Source: an optimization exercise on an open RTL-to-GDS flow (aim: small area and a short achievable clock period). Production flows keep margins and buffers that such runs may drop.
Function was checked by simulation only, so behaviour that the tests miss may differ from the original.
Power figures rest on the tool's default switching activity, not on a simulated workload.

## arp_reply
module arp_reply #(
  parameter AXIS_DATA_WIDTH   = 512,
  parameter AXIS_TUSER_WIDTH  = 256,
  parameter [47:0] MAC_ADDR_0 = 48'hDA_02_03_04_05_00,
  parameter [47:0] MAC_ADDR_1 = 48'hDA_02_03_04_05_01,
  parameter [47:0] MAC_ADDR_2 = 48'hDA_02_03_04_05_02,
  parameter [47:0] MAC_ADDR_3 = 48'hDA_02_03_04_05_03,
  parameter [31:0] IP_ADDR_0  = 32'hC0_A8_01_0a,
  parameter [31:0] IP_ADDR_1  = 32'hC0_A8_01_0b,
  parameter [31:0] IP_ADDR_2  = 32'hC0_A8_01_0c,
  parameter [31:0] IP_ADDR_3  = 32'hC0_A8_01_0d
)
(
  input  wire                           axis_aclk,
  input  wire                           axis_resetn,
  input  wire [AXIS_DATA_WIDTH - 1:0]   s_axis_tdata,
  input  wire [AXIS_DATA_WIDTH/8 - 1:0] s_axis_tkeep,
  input  wire [AXIS_TUSER_WIDTH - 1:0]  s_axis_tuser,
  input  wire                           s_axis_tvalid,
  output wire                           s_axis_tready,
  input  wire                           s_axis_tlast,
  output wire [AXIS_DATA_WIDTH - 1:0]   m_axis_tdata,
  output wire [AXIS_DATA_WIDTH/8 - 1:0] m_axis_tkeep,
  output wire [AXIS_TUSER_WIDTH - 1:0]  m_axis_tuser,
  output wire                           m_axis_tvalid,
  input  wire                           m_axis_tready,
  output wire                           m_axis_tlast
);
Size: ~12000 cells after synthesis, ~6600 flip-flops, about 1700 I/O pins.
Settings: LEC_CHECK=0, CAP_MARGIN=20, CORE_MARGIN=2, CORE_UTILIZATION=70, CTS_CLUSTER_DIAMETER=80, CTS_CLUSTER_SIZE=24, PLACE_DENSITY=0.8, SETUP_SLACK_MARGIN=2.9, SLEW_MARGIN=20; clock period 5.5 ns.
standard.sh (not shown) runs the stock make flow with config.mk's settings and CLKGATE_MAP_FILE= SYNTH_SCRIPT=/design/flow/synth_recipe.tcl, a recipe that flattens the netlist after the stock synthesis.
==> flow/flow/run.sh <==
#!/bin/bash
# The standard layout, with plain buffers on the ports instead of the delay
# cells buffer_ports picks by default. Everything else is the standard.sh.
set -euo pipefail
export BUFFER_PORTS_ARGS="-buffer_cell sky130_fd_sc_hd__buf_2"
bash standard.sh finish > standard_flow.log 2>&1
The starting point ran to the end with no violations.
Then changed:
- CORE_UTILIZATION: 70 -> 78
- PLACE_DENSITY: 0.8 -> 0.88
Outcome: With this change the flow aborted during 5_1_grt, error GRT-0232; area after synthesis stays the same; synthesized cell count stays the same.

* * *

Another version of the RTL of arp_reply (not shown whole).
For scale: ~6600 flip-flops, about 1700 I/O pins, about 230000 sq um of cells after synthesis.
Settings: LEC_CHECK=0, CAP_MARGIN=20, CORE_MARGIN=2, CORE_UTILIZATION=70, CTS_CLUSTER_DIAMETER=80, CTS_CLUSTER_SIZE=24, PLACE_DENSITY=0.8, SETUP_SLACK_MARGIN=2.75, SLEW_MARGIN=20; clock period 5.5 ns.
run.sh (not shown) runs the stock make flow with config.mk's settings and CLKGATE_MAP_FILE= SYNTH_SCRIPT=/design/flow/synth_recipe.tcl, a recipe that flattens the netlist after the stock synthesis.
Stock flow here: none of the scripts above is used.
==> next run, changes <==
Settings changed: CORE_UTILIZATION 70 to 60, CTS_CLUSTER_DIAMETER 80 to 100, CTS_CLUSTER_SIZE 24 to 30, PLACE_DENSITY 0.8 to 0.7, SETUP_SLACK_MARGIN 2.75 to 2.5.
Effect: Global-route usage goes down by 5.7 points. Via count goes down by 3.5%. Count of clock-buffer cells in the layout goes down by 65. Cell count goes up by 3.1%. Area after synthesis does not change. Combinational power is about the same. First-iteration DRC count goes down by 20%. Clock skew barely changes. Total power goes down by 2.9%. Cell area is about the same.
==> next run, changes <==
==> flow/flow/run.sh (new file) <==
#!/bin/bash
# The standard layout, with plain buffers on the ports instead of the delay
# cells buffer_ports picks by default. Everything else is the standard.sh.
set -euo pipefail
export BUFFER_PORTS_ARGS="-buffer_cell sky130_fd_sc_hd__buf_2"
bash standard.sh finish > standard_flow.log 2>&1
==> flow/standard.sh (new file) <==
#!/bin/bash
# synth_recipe.tcl (not shown) runs the flow's synth.tcl, then flattens the netlist and writes it again
# the make line also repeats each setting of config.mk as NAME=value (left out here)
make -C /OpenROAD-flow-scripts/flow DESIGN_CONFIG=/design/flow/config.mk WORK_HOME=/design/flow/orfs CLKGATE_MAP_FILE= SYNTH_SCRIPT=/design/flow/synth_recipe.tcl "${@:-finish}"
Settings changed: SETUP_SLACK_MARGIN 2.5 to 2.75.
removed: flow/run.sh
=>
- final cell count climbs by about 0.5%
- clock-buffer cell count went up by 19
- die area stays the same
==> next run, changes <==
==> flow/run.sh (new file) <==
#!/bin/bash
# synth_recipe.tcl (not shown) runs the flow's synth.tcl, then flattens the netlist and writes it again
# the make line also repeats each setting of config.mk as NAME=value (left out here)
make -C /OpenROAD-flow-scripts/flow DESIGN_CONFIG=/design/flow/config.mk WORK_HOME=/design/flow/orfs CLKGATE_MAP_FILE= SYNTH_SCRIPT=/design/flow/synth_recipe.tcl finish
Settings changed: CORE_UTILIZATION 60 to 40, CTS_CLUSTER_DIAMETER 100 to default, CTS_CLUSTER_SIZE 30 to default, PLACE_DENSITY 0.7 to 0.6, SETUP_SLACK_MARGIN 2.75 to default.
removed: flow/flow/run.sh
removed: flow/standard.sh
Outcome:
- The new run produced a clean layout
- hold slack gains 0.14 ns
- fmax falls by 19%
- clock skew rises by 0.014 ns
- synthesized cell count is unchanged

-- what the ideal ports hide --
The flow's constraints put no driver on any port. The routed layouts listed below were extracted and timed again, unchanged, in two steps.
Step 1 (the two cells are an assumption about what drives the block):
set clk [get_ports {axis_aclk}]
set_driving_cell -lib_cell sky130_fd_sc_hd__clkbuf_16 $clk
set_driving_cell -lib_cell sky130_fd_sc_hd__buf_2 [delete_from_list [all_inputs] $clk]
Step 2 adds t to the input delays and takes it off the output delays; t is the mean of the earliest and latest rising clock arrival at the registers after step 1. Input paths then give back, and output paths get back, about the clock's delay inside the block.
Slacks: ideal / step 1 / step 2; pairs: ideal / step 1.
| run | shift t [ns] | setup WS [ns] | latest minus earliest clock arrival (ns) | worst register clock-pin slew, ns | cell pins on the clock port's net |
|---|---|---|---|---|---|
| the first run of note 1 | 1.082 | 2.784 / 2.754 / 1.715 | 0.107 / 0.107 | 0.10 / 0.10 | 1 |
| the first run of note 2 | 1.066 | 2.534 / 2.417 / 1.538 | 0.081 / 0.081 | 0.10 / 0.10 | 1 |
| the second run of note 2 | 1.095 | 2.475 / 2.423 / 1.467 | 0.082 / 0.083 | 0.12 / 0.12 | 1 |
| the third run of note 2 | 1.058 | 2.594 / 2.474 / 1.761 | 0.063 / 0.063 | 0.11 / 0.11 | 1 |
| the fourth run of note 2 | 1.167 | 1.918 / 1.782 / 0.893 | 0.103 / 0.103 | 0.07 / 0.07 | 1 |
After both steps setup and hold are still met in every run listed. For the first run of note 1, which loses most, drivers alone change the setup slack by -0.030 ns; drivers and shift together by -1.069 ns.
